Context: an optimization exercise on an open-source flow, tuned for small area and a short achievable clock period. The choices shown serve that exercise and are no tape-out recipe.
In this exercise RTL edits were held to simulation tests only and were not proved equivalent to the original.
Power is estimated from default activity; no workload was simulated.

==> v9 <==
==> flow/design.v (excerpt) <==
module muitiplier(
    input clk,rstn,
    input pipeline_muitiplier_flush,
    input pipeline_muitiplier_stall,
    input [4:0] pipeline_muitiplier_subtype,
    input [31:0] pipeline_muitiplier_din1,
    input [31:0] pipeline_muitiplier_din2,
    output [31:0] muitiplier_pipeline_dout
);
==> flow/config.mk <==
export PLATFORM = sky130hd
export DESIGN_NAME = muitiplier
export DESIGN_NICKNAME = muitiplier
export VERILOG_FILES = /design/flow/design.v
export SDC_FILE = /design/flow/constraint.sdc
export NUM_CORES = 4
export LEC_CHECK = 0
export ABC_AREA = 1
export CAP_MARGIN = 20
export CORE_MARGIN = 2
export CORE_UTILIZATION = 55
export SLEW_MARGIN = 20
export SYNTH_HIERARCHICAL = 1
==> flow/constraint.sdc <==
create_clock -name core_clock -period 12.0 [get_ports {clk}]
set_input_delay 2.4000 -clock core_clock [delete_from_list [all_inputs] [get_ports {clk}]]
set_output_delay 2.4000 -clock core_clock [all_outputs]
set_load 0.01 [all_outputs]
standard.sh (not shown) runs the stock make flow with config.mk's settings and CLKGATE_MAP_FILE= SYNTH_SCRIPT=/design/flow/synth_recipe.tcl, a recipe that flattens the netlist after the stock synthesis.
==> flow/flow/run.sh <==
#!/bin/bash
# The standard ORFS layout (standard.sh) with three changes:
#  - every port still gets a buffer, but a buf_2 instead of the slow
#    clkdlybuf4s50_1 that buffer_ports picks by default;
#  - clock tree synthesis without dummy loads;
#  - timing repair aims for the setup slack in SETUP_SLACK_MARGIN below.
set -euo pipefail
export BUFFER_PORTS_ARGS="-buffer_cell sky130_fd_sc_hd__buf_2"
export CTS_ARGS="-sink_clustering_enable -repair_clock_nets -dont_use_dummy_load -buf_list {sky130_fd_sc_hd__clkbuf_4 sky130_fd_sc_hd__clkbuf_8}"
export SETUP_SLACK_MARGIN=5.8
bash standard.sh > standard_flow.log 2>&1
==> v18 (differences from v9) <==
==> flow/flow/run.sh (replaced) <==
#!/bin/bash
# The standard ORFS layout (standard.sh) with three changes:
#  - every port still gets a buffer, but a buf_2 instead of the slow
#    clkdlybuf4s50_1 that buffer_ports picks by default;
#  - clock tree synthesis without dummy loads;
#  - timing repair aims for the setup slack in SETUP_SLACK_MARGIN below.
set -euo pipefail
export BUFFER_PORTS_ARGS="-buffer_cell sky130_fd_sc_hd__buf_2"
export CTS_ARGS="-sink_clustering_enable -repair_clock_nets -dont_use_dummy_load -buf_list {sky130_fd_sc_hd__clkbuf_4 sky130_fd_sc_hd__clkbuf_8}"
export SETUP_SLACK_MARGIN=5.6
bash standard.sh > standard_flow.log 2>&1
==> flow/config.mk (replaced) <==
export PLATFORM = sky130hd
export DESIGN_NAME = muitiplier
export DESIGN_NICKNAME = muitiplier
export VERILOG_FILES = /design/flow/design.v
export SDC_FILE = /design/flow/constraint.sdc
export NUM_CORES = 4
export LEC_CHECK = 0
export ABC_AREA = 0
export CAP_MARGIN = 20
export CORE_MARGIN = 2
export CORE_UTILIZATION = 55
export SLEW_MARGIN = 45
export SYNTH_HIERARCHICAL = 1
==> v17 (differences from v9) <==
--- a/flow/design.v
+++ b/flow/design.v
@@ -13,15 +13,15 @@
     wire [31:0] a = pipeline_muitiplier_din1;
     wire [31:0] b = pipeline_muitiplier_din2;
     wire sgn = (mode == 5'd1);
     wire a32 = sgn & a[31];
     wire b32 = sgn & b[31];
     wire one0 = b[0] ^ 1'b0;
     wire two0 = (b[1] & ~b[0] & ~1'b0) | (~b[1] & b[0] & 1'b0);
-    wire neg0 = b[1] & ~(b[0] & 1'b0);
+    wire neg0 = b[1];
     wire [33:0] pp0;
     assign pp0[0] = ((one0 & a[0]) | (two0 & 1'b0)) ^ neg0;
     assign pp0[1] = ((one0 & a[1]) | (two0 & a[0])) ^ neg0;
     assign pp0[2] = ((one0 & a[2]) | (two0 & a[1])) ^ neg0;
     assign pp0[3] = ((one0 & a[3]) | (two0 & a[2])) ^ neg0;
     assign pp0[4] = ((one0 & a[4]) | (two0 & a[3])) ^ neg0;
     assign pp0[5] = ((one0 & a[5]) | (two0 & a[4])) ^ neg0;
@@ -51,15 +51,15 @@
     assign pp0[29] = ((one0 & a[29]) | (two0 & a[28])) ^ neg0;
     assign pp0[30] = ((one0 & a[30]) | (two0 & a[29])) ^ neg0;
     assign pp0[31] = ((one0 & a[31]) | (two0 & a[30])) ^ neg0;
     assign pp0[32] = ((one0 & a32) | (two0 & a[31])) ^ neg0;
     assign pp0[33] = ((one0 & a32) | (two0 & a32)) ^ neg0;
     wire one1 = b[2] ^ b[1];
     wire two1 = (b[3] & ~b[2] & ~b[1]) | (~b[3] & b[2] & b[1]);
-    wire neg1 = b[3] & ~(b[2] & b[1]);
+    wire neg1 = b[3];
     wire [33:0] pp1;
     assign pp1[0] = ((one1 & a[0]) | (two1 & 1'b0)) ^ neg1;
     assign pp1[1] = ((one1 & a[1]) | (two1 & a[0])) ^ neg1;
     assign pp1[2] = ((one1 & a[2]) | (two1 & a[1])) ^ neg1;
     assign pp1[3] = ((one1 & a[3]) | (two1 & a[2])) ^ neg1;
     assign pp1[4] = ((one1 & a[4]) | (two1 & a[3])) ^ neg1;
     assign pp1[5] = ((one1 & a[5]) | (two1 & a[4])) ^ neg1;
@@ -89,15 +89,15 @@
     assign pp1[29] = ((one1 & a[29]) | (two1 & a[28])) ^ neg1;
     assign pp1[30] = ((one1 & a[30]) | (two1 & a[29])) ^ neg1;
     assign pp1[31] = ((one1 & a[31]) | (two1 & a[30])) ^ neg1;
     assign pp1[32] = ((one1 & a32) | (two1 & a[31])) ^ neg1;
     assign pp1[33] = ((one1 & a32) | (two1 & a32)) ^ neg1;
     wire one2 = b[4] ^ b[3];
     wire two2 = (b[5] & ~b[4] & ~b[3]) | (~b[5] & b[4] & b[3]);
-    wire neg2 = b[5] & ~(b[4] & b[3]);
+    wire neg2 = b[5];
     wire [33:0] pp2;
     assign pp2[0] = ((one2 & a[0]) | (two2 & 1'b0)) ^ neg2;
     assign pp2[1] = ((one2 & a[1]) | (two2 & a[0])) ^ neg2;
     assign pp2[2] = ((one2 & a[2]) | (two2 & a[1])) ^ neg2;
     assign pp2[3] = ((one2 & a[3]) | (two2 & a[2])) ^ neg2;
     assign pp2[4] = ((one2 & a[4]) | (two2 & a[3])) ^ neg2;
     assign pp2[5] = ((one2 & a[5]) | (two2 & a[4])) ^ neg2;
@@ -127,15 +127,15 @@
     assign pp2[29] = ((one2 & a[29]) | (two2 & a[28])) ^ neg2;
     assign pp2[30] = ((one2 & a[30]) | (two2 & a[29])) ^ neg2;
     assign pp2[31] = ((one2 & a[31]) | (two2 & a[30])) ^ neg2;
     assign pp2[32] = ((one2 & a32) | (two2 & a[31])) ^ neg2;
     assign pp2[33] = ((one2 & a32) | (two2 & a32)) ^ neg2;
     wire one3 = b[6] ^ b[5];
     wire two3 = (b[7] & ~b[6] & ~b[5]) | (~b[7] & b[6] & b[5]);
-    wire neg3 = b[7] & ~(b[6] & b[5]);
+    wire neg3 = b[7];
     wire [33:0] pp3;
     assign pp3[0] = ((one3 & a[0]) | (two3 & 1'b0)) ^ neg3;
     assign pp3[1] = ((one3 & a[1]) | (two3 & a[0])) ^ neg3;
     assign pp3[2] = ((one3 & a[2]) | (two3 & a[1])) ^ neg3;
     assign pp3[3] = ((one3 & a[3]) | (two3 & a[2])) ^ neg3;
     assign pp3[4] = ((one3 & a[4]) | (two3 & a[3])) ^ neg3;
     assign pp3[5] = ((one3 & a[5]) | (two3 & a[4])) ^ neg3;
@@ -165,15 +165,15 @@
     assign pp3[29] = ((one3 & a[29]) | (two3 & a[28])) ^ neg3;
     assign pp3[30] = ((one3 & a[30]) | (two3 & a[29])) ^ neg3;
     assign pp3[31] = ((one3 & a[31]) | (two3 & a[30])) ^ neg3;
     assign pp3[32] = ((one3 & a32) | (two3 & a[31])) ^ neg3;
     assign pp3[33] = ((one3 & a32) | (two3 & a32)) ^ neg3;
     wire one4 = b[8] ^ b[7];
     wire two4 = (b[9] & ~b[8] & ~b[7]) | (~b[9] & b[8] & b[7]);
-    wire neg4 = b[9] & ~(b[8] & b[7]);
+    wire neg4 = b[9];
     wire [33:0] pp4;
     assign pp4[0] = ((one4 & a[0]) | (two4 & 1'b0)) ^ neg4;
     assign pp4[1] = ((one4 & a[1]) | (two4 & a[0])) ^ neg4;
     assign pp4[2] = ((one4 & a[2]) | (two4 & a[1])) ^ neg4;
     assign pp4[3] = ((one4 & a[3]) | (two4 & a[2])) ^ neg4;
     assign pp4[4] = ((one4 & a[4]) | (two4 & a[3])) ^ neg4;
     assign pp4[5] = ((one4 & a[5]) | (two4 & a[4])) ^ neg4;
@@ -203,15 +203,15 @@
     assign pp4[29] = ((one4 & a[29]) | (two4 & a[28])) ^ neg4;
     assign pp4[30] = ((one4 & a[30]) | (two4 & a[29])) ^ neg4;
     assign pp4[31] = ((one4 & a[31]) | (two4 & a[30])) ^ neg4;
     assign pp4[32] = ((one4 & a32) | (two4 & a[31])) ^ neg4;
     assign pp4[33] = ((one4 & a32) | (two4 & a32)) ^ neg4;
     wire one5 = b[10] ^ b[9];
     wire two5 = (b[11] & ~b[10] & ~b[9]) | (~b[11] & b[10] & b[9]);
-    wire neg5 = b[11] & ~(b[10] & b[9]);
+    wire neg5 = b[11];
     wire [33:0] pp5;
     assign pp5[0] = ((one5 & a[0]) | (two5 & 1'b0)) ^ neg5;
     assign pp5[1] = ((one5 & a[1]) | (two5 & a[0])) ^ neg5;
     assign pp5[2] = ((one5 & a[2]) | (two5 & a[1])) ^ neg5;
     assign pp5[3] = ((one5 & a[3]) | (two5 & a[2])) ^ neg5;
     assign pp5[4] = ((one5 & a[4]) | (two5 & a[3])) ^ neg5;
     assign pp5[5] = ((one5 & a[5]) | (two5 & a[4])) ^ neg5;
@@ -241,15 +241,15 @@
     assign pp5[29] = ((one5 & a[29]) | (two5 & a[28])) ^ neg5;
     assign pp5[30] = ((one5 & a[30]) | (two5 & a[29])) ^ neg5;
     assign pp5[31] = ((one5 & a[31]) | (two5 & a[30])) ^ neg5;
     assign pp5[32] = ((one5 & a32) | (two5 & a[31])) ^ neg5;
     assign pp5[33] = ((one5 & a32) | (two5 & a32)) ^ neg5;
     wire one6 = b[12] ^ b[11];
     wire two6 = (b[13] & ~b[12] & ~b[11]) | (~b[13] & b[12] & b[11]);
-    wire neg6 = b[13] & ~(b[12] & b[11]);
+    wire neg6 = b[13];
     wire [33:0] pp6;
     assign pp6[0] = ((one6 & a[0]) | (two6 & 1'b0)) ^ neg6;
     assign pp6[1] = ((one6 & a[1]) | (two6 & a[0])) ^ neg6;
     assign pp6[2] = ((one6 & a[2]) | (two6 & a[1])) ^ neg6;
     assign pp6[3] = ((one6 & a[3]) | (two6 & a[2])) ^ neg6;
     assign pp6[4] = ((one6 & a[4]) | (two6 & a[3])) ^ neg6;
     assign pp6[5] = ((one6 & a[5]) | (two6 & a[4])) ^ neg6;
@@ -279,15 +279,15 @@
     assign pp6[29] = ((one6 & a[29]) | (two6 & a[28])) ^ neg6;
     assign pp6[30] = ((one6 & a[30]) | (two6 & a[29])) ^ neg6;
     assign pp6[31] = ((one6 & a[31]) | (two6 & a[30])) ^ neg6;
     assign pp6[32] = ((one6 & a32) | (two6 & a[31])) ^ neg6;
     assign pp6[33] = ((one6 & a32) | (two6 & a32)) ^ neg6;
     wire one7 = b[14] ^ b[13];
     wire two7 = (b[15] & ~b[14] & ~b[13]) | (~b[15] & b[14] & b[13]);
-    wire neg7 = b[15] & ~(b[14] & b[13]);
+    wire neg7 = b[15];
     wire [33:0] pp7;
     assign pp7[0] = ((one7 & a[0]) | (two7 & 1'b0)) ^ neg7;
     assign pp7[1] = ((one7 & a[1]) | (two7 & a[0])) ^ neg7;
     assign pp7[2] = ((one7 & a[2]) | (two7 & a[1])) ^ neg7;
     assign pp7[3] = ((one7 & a[3]) | (two7 & a[2])) ^ neg7;
     assign pp7[4] = ((one7 & a[4]) | (two7 & a[3])) ^ neg7;
     assign pp7[5] = ((one7 & a[5]) | (two7 & a[4])) ^ neg7;
@@ -317,15 +317,15 @@
     assign pp7[29] = ((one7 & a[29]) | (two7 & a[28])) ^ neg7;
     assign pp7[30] = ((one7 & a[30]) | (two7 & a[29])) ^ neg7;
     assign pp7[31] = ((one7 & a[31]) | (two7 & a[30])) ^ neg7;
     assign pp7[32] = ((one7 & a32) | (two7 & a[31])) ^ neg7;
     assign pp7[33] = ((one7 & a32) | (two7 & a32)) ^ neg7;
     wire one8 = b[16] ^ b[15];
     wire two8 = (b[17] & ~b[16] & ~b[15]) | (~b[17] & b[16] & b[15]);
-    wire neg8 = b[17] & ~(b[16] & b[15]);
+    wire neg8 = b[17];
     wire [33:0] pp8;
     assign pp8[0] = ((one8 & a[0]) | (two8 & 1'b0)) ^ neg8;
     assign pp8[1] = ((one8 & a[1]) | (two8 & a[0])) ^ neg8;
     assign pp8[2] = ((one8 & a[2]) | (two8 & a[1])) ^ neg8;
     assign pp8[3] = ((one8 & a[3]) | (two8 & a[2])) ^ neg8;
     assign pp8[4] = ((one8 & a[4]) | (two8 & a[3])) ^ neg8;
     assign pp8[5] = ((one8 & a[5]) | (two8 & a[4])) ^ neg8;
@@ -355,15 +355,15 @@
     assign pp8[29] = ((one8 & a[29]) | (two8 & a[28])) ^ neg8;
     assign pp8[30] = ((one8 & a[30]) | (two8 & a[29])) ^ neg8;
     assign pp8[31] = ((one8 & a[31]) | (two8 & a[30])) ^ neg8;
     assign pp8[32] = ((one8 & a32) | (two8 & a[31])) ^ neg8;
     assign pp8[33] = ((one8 & a32) | (two8 & a32)) ^ neg8;
     wire one9 = b[18] ^ b[17];
     wire two9 = (b[19] & ~b[18] & ~b[17]) | (~b[19] & b[18] & b[17]);
-    wire neg9 = b[19] & ~(b[18] & b[17]);
+    wire neg9 = b[19];
     wire [33:0] pp9;
     assign pp9[0] = ((one9 & a[0]) | (two9 & 1'b0)) ^ neg9;
     assign pp9[1] = ((one9 & a[1]) | (two9 & a[0])) ^ neg9;
     assign pp9[2] = ((one9 & a[2]) | (two9 & a[1])) ^ neg9;
     assign pp9[3] = ((one9 & a[3]) | (two9 & a[2])) ^ neg9;
     assign pp9[4] = ((one9 & a[4]) | (two9 & a[3])) ^ neg9;
     assign pp9[5] = ((one9 & a[5]) | (two9 & a[4])) ^ neg9;
@@ -393,15 +393,15 @@
     assign pp9[29] = ((one9 & a[29]) | (two9 & a[28])) ^ neg9;
     assign pp9[30] = ((one9 & a[30]) | (two9 & a[29])) ^ neg9;
     assign pp9[31] = ((one9 & a[31]) | (two9 & a[30])) ^ neg9;
     assign pp9[32] = ((one9 & a32) | (two9 & a[31])) ^ neg9;
     assign pp9[33] = ((one9 & a32) | (two9 & a32)) ^ neg9;
     wire one10 = b[20] ^ b[19];
     wire two10 = (b[21] & ~b[20] & ~b[19]) | (~b[21] & b[20] & b[19]);
-    wire neg10 = b[21] & ~(b[20] & b[19]);
+    wire neg10 = b[21];
     wire [33:0] pp10;
     assign pp10[0] = ((one10 & a[0]) | (two10 & 1'b0)) ^ neg10;
     assign pp10[1] = ((one10 & a[1]) | (two10 & a[0])) ^ neg10;
     assign pp10[2] = ((one10 & a[2]) | (two10 & a[1])) ^ neg10;
     assign pp10[3] = ((one10 & a[3]) | (two10 & a[2])) ^ neg10;
     assign pp10[4] = ((one10 & a[4]) | (two10 & a[3])) ^ neg10;
     assign pp10[5] = ((one10 & a[5]) | (two10 & a[4])) ^ neg10;
@@ -431,15 +431,15 @@
     assign pp10[29] = ((one10 & a[29]) | (two10 & a[28])) ^ neg10;
     assign pp10[30] = ((one10 & a[30]) | (two10 & a[29])) ^ neg10;
     assign pp10[31] = ((one10 & a[31]) | (two10 & a[30])) ^ neg10;
     assign pp10[32] = ((one10 & a32) | (two10 & a[31])) ^ neg10;
     assign pp10[33] = ((one10 & a32) | (two10 & a32)) ^ neg10;
     wire one11 = b[22] ^ b[21];
     wire two11 = (b[23] & ~b[22] & ~b[21]) | (~b[23] & b[22] & b[21]);
-    wire neg11 = b[23] & ~(b[22] & b[21]);
+    wire neg11 = b[23];
     wire [33:0] pp11;
     assign pp11[0] = ((one11 & a[0]) | (two11 & 1'b0)) ^ neg11;
     assign pp11[1] = ((one11 & a[1]) | (two11 & a[0])) ^ neg11;
     assign pp11[2] = ((one11 & a[2]) | (two11 & a[1])) ^ neg11;
     assign pp11[3] = ((one11 & a[3]) | (two11 & a[2])) ^ neg11;
     assign pp11[4] = ((one11 & a[4]) | (two11 & a[3])) ^ neg11;
     assign pp11[5] = ((one11 & a[5]) | (two11 & a[4])) ^ neg11;
@@ -469,15 +469,15 @@
     assign pp11[29] = ((one11 & a[29]) | (two11 & a[28])) ^ neg11;
     assign pp11[30] = ((one11 & a[30]) | (two11 & a[29])) ^ neg11;
     assign pp11[31] = ((one11 & a[31]) | (two11 & a[30])) ^ neg11;
     assign pp11[32] = ((one11 & a32) | (two11 & a[31])) ^ neg11;
     assign pp11[33] = ((one11 & a32) | (two11 & a32)) ^ neg11;
     wire one12 = b[24] ^ b[23];
     wire two12 = (b[25] & ~b[24] & ~b[23]) | (~b[25] & b[24] & b[23]);
-    wire neg12 = b[25] & ~(b[24] & b[23]);
+    wire neg12 = b[25];
     wire [33:0] pp12;
     assign pp12[0] = ((one12 & a[0]) | (two12 & 1'b0)) ^ neg12;
     assign pp12[1] = ((one12 & a[1]) | (two12 & a[0])) ^ neg12;
     assign pp12[2] = ((one12 & a[2]) | (two12 & a[1])) ^ neg12;
     assign pp12[3] = ((one12 & a[3]) | (two12 & a[2])) ^ neg12;
     assign pp12[4] = ((one12 & a[4]) | (two12 & a[3])) ^ neg12;
     assign pp12[5] = ((one12 & a[5]) | (two12 & a[4])) ^ neg12;
@@ -507,15 +507,15 @@
     assign pp12[29] = ((one12 & a[29]) | (two12 & a[28])) ^ neg12;
     assign pp12[30] = ((one12 & a[30]) | (two12 & a[29])) ^ neg12;
     assign pp12[31] = ((one12 & a[31]) | (two12 & a[30])) ^ neg12;
     assign pp12[32] = ((one12 & a32) | (two12 & a[31])) ^ neg12;
     assign pp12[33] = ((one12 & a32) | (two12 & a32)) ^ neg12;
     wire one13 = b[26] ^ b[25];
     wire two13 = (b[27] & ~b[26] & ~b[25]) | (~b[27] & b[26] & b[25]);
-    wire neg13 = b[27] & ~(b[26] & b[25]);
+    wire neg13 = b[27];
     wire [33:0] pp13;
     assign pp13[0] = ((one13 & a[0]) | (two13 & 1'b0)) ^ neg13;
     assign pp13[1] = ((one13 & a[1]) | (two13 & a[0])) ^ neg13;
     assign pp13[2] = ((one13 & a[2]) | (two13 & a[1])) ^ neg13;
     assign pp13[3] = ((one13 & a[3]) | (two13 & a[2])) ^ neg13;
     assign pp13[4] = ((one13 & a[4]) | (two13 & a[3])) ^ neg13;
     assign pp13[5] = ((one13 & a[5]) | (two13 & a[4])) ^ neg13;
@@ -545,15 +545,15 @@
     assign pp13[29] = ((one13 & a[29]) | (two13 & a[28])) ^ neg13;
     assign pp13[30] = ((one13 & a[30]) | (two13 & a[29])) ^ neg13;
     assign pp13[31] = ((one13 & a[31]) | (two13 & a[30])) ^ neg13;
     assign pp13[32] = ((one13 & a32) | (two13 & a[31])) ^ neg13;
     assign pp13[33] = ((one13 & a32) | (two13 & a32)) ^ neg13;
     wire one14 = b[28] ^ b[27];
     wire two14 = (b[29] & ~b[28] & ~b[27]) | (~b[29] & b[28] & b[27]);
-    wire neg14 = b[29] & ~(b[28] & b[27]);
+    wire neg14 = b[29];
     wire [33:0] pp14;
     assign pp14[0] = ((one14 & a[0]) | (two14 & 1'b0)) ^ neg14;
     assign pp14[1] = ((one14 & a[1]) | (two14 & a[0])) ^ neg14;
     assign pp14[2] = ((one14 & a[2]) | (two14 & a[1])) ^ neg14;
     assign pp14[3] = ((one14 & a[3]) | (two14 & a[2])) ^ neg14;
     assign pp14[4] = ((one14 & a[4]) | (two14 & a[3])) ^ neg14;
     assign pp14[5] = ((one14 & a[5]) | (two14 & a[4])) ^ neg14;
@@ -583,15 +583,15 @@
     assign pp14[29] = ((one14 & a[29]) | (two14 & a[28])) ^ neg14;
     assign pp14[30] = ((one14 & a[30]) | (two14 & a[29])) ^ neg14;
     assign pp14[31] = ((one14 & a[31]) | (two14 & a[30])) ^ neg14;
     assign pp14[32] = ((one14 & a32) | (two14 & a[31])) ^ neg14;
     assign pp14[33] = ((one14 & a32) | (two14 & a32)) ^ neg14;
     wire one15 = b[30] ^ b[29];
     wire two15 = (b[31] & ~b[30] & ~b[29]) | (~b[31] & b[30] & b[29]);
-    wire neg15 = b[31] & ~(b[30] & b[29]);
+    wire neg15 = b[31];
     wire [33:0] pp15;
     assign pp15[0] = ((one15 & a[0]) | (two15 & 1'b0)) ^ neg15;
     assign pp15[1] = ((one15 & a[1]) | (two15 & a[0])) ^ neg15;
     assign pp15[2] = ((one15 & a[2]) | (two15 & a[1])) ^ neg15;
     assign pp15[3] = ((one15 & a[3]) | (two15 & a[2])) ^ neg15;
     assign pp15[4] = ((one15 & a[4]) | (two15 & a[3])) ^ neg15;
     assign pp15[5] = ((one15 & a[5]) | (two15 & a[4])) ^ neg15;
==> flow/flow/run.sh (replaced) <==
#!/bin/bash
# The standard ORFS layout (standard.sh) with three changes:
#  - every port still gets a buffer, but a buf_2 instead of the slow
#    clkdlybuf4s50_1 that buffer_ports picks by default;
#  - clock tree synthesis without dummy loads;
#  - timing repair aims for the setup slack in SETUP_SLACK_MARGIN below.
set -euo pipefail
export BUFFER_PORTS_ARGS="-buffer_cell sky130_fd_sc_hd__buf_2"
export CTS_ARGS="-sink_clustering_enable -repair_clock_nets -dont_use_dummy_load -buf_list {sky130_fd_sc_hd__clkbuf_4 sky130_fd_sc_hd__clkbuf_8}"
export SETUP_SLACK_MARGIN=5.6
bash standard.sh > standard_flow.log 2>&1
==> summary.txt <==
metric	v9	v17	v18
Total routed wire length on the met1 layer	40.0 mm	37.3 mm	38.4 mm
1st-iter DRT viols	3742	3176	2880
Type of element capturing the critical path	register	register	output port
Outcome	timing/DRC/antenna clean	timing/DRC/antenna clean	timing/DRC/antenna clean
Die Ht	224 microns	223 microns	227 microns
Peak clock frequency supported by timing	160 MHz	154 MHz	150 MHz
Crit path largest cell delay	0.61 ns	0.53 ns	0.37 ns
Endpoint, Worst Hold	hi	hi	zero
Post-route standard cell area excluding fillers	29700 sq um	29400 sq um	29900 sq um
Fraction of final layout cells with drive strength greater than 1	17.2%	15.1%	14.7%
Number of distinct library cell variants in the gate-level netlist after synthesis	44	42	54
Number of cells on the worst reg-to-reg path	2	2	3
Final setup slack of the worst path	5.76 ns	5.53 ns	5.33 ns
Compound-cell area share of the yosys netlist	15.0%	15.2%	16.5%
Portion of the post-synthesis area used by sequential elements	13.2%	13.3%	12.8%
Sequential cell fraction of total power	14.3%	15.2%	13.8%
Met2 track utilization from global routing	62.4%	59.9%	61.2%

-- port drivers added, routing unchanged --
No port has a modelled driver above. Below, the same layouts with a new extraction and two added sets of constraints. Step 1, drivers: a clkbuf_16 drives clk and a buf_2 each remaining input, both assumed. Step 2, shift: input delay + t, output delay - t, t = (earliest + latest rising clock arrival at the registers) / 2. This alone moves slack from input paths to output paths. a / b / c = ideal ports / drivers / drivers and shift; a / b = the first two.
run	shift t [ns]	setup slack, ns	worst register clock-pin slew, ns
v9	0.612	5.760 / 5.734 / 5.178	0.09 / 0.09
v18	0.575	5.329 / 5.273 / 5.099	0.09 / 0.09
v17	0.605	5.526 / 5.562 / 4.957	0.08 / 0.08
After both steps every run listed still meets setup and hold. For v9, which loses most, drivers alone change the setup slack by -0.026 ns; drivers and shift together by -0.582 ns.
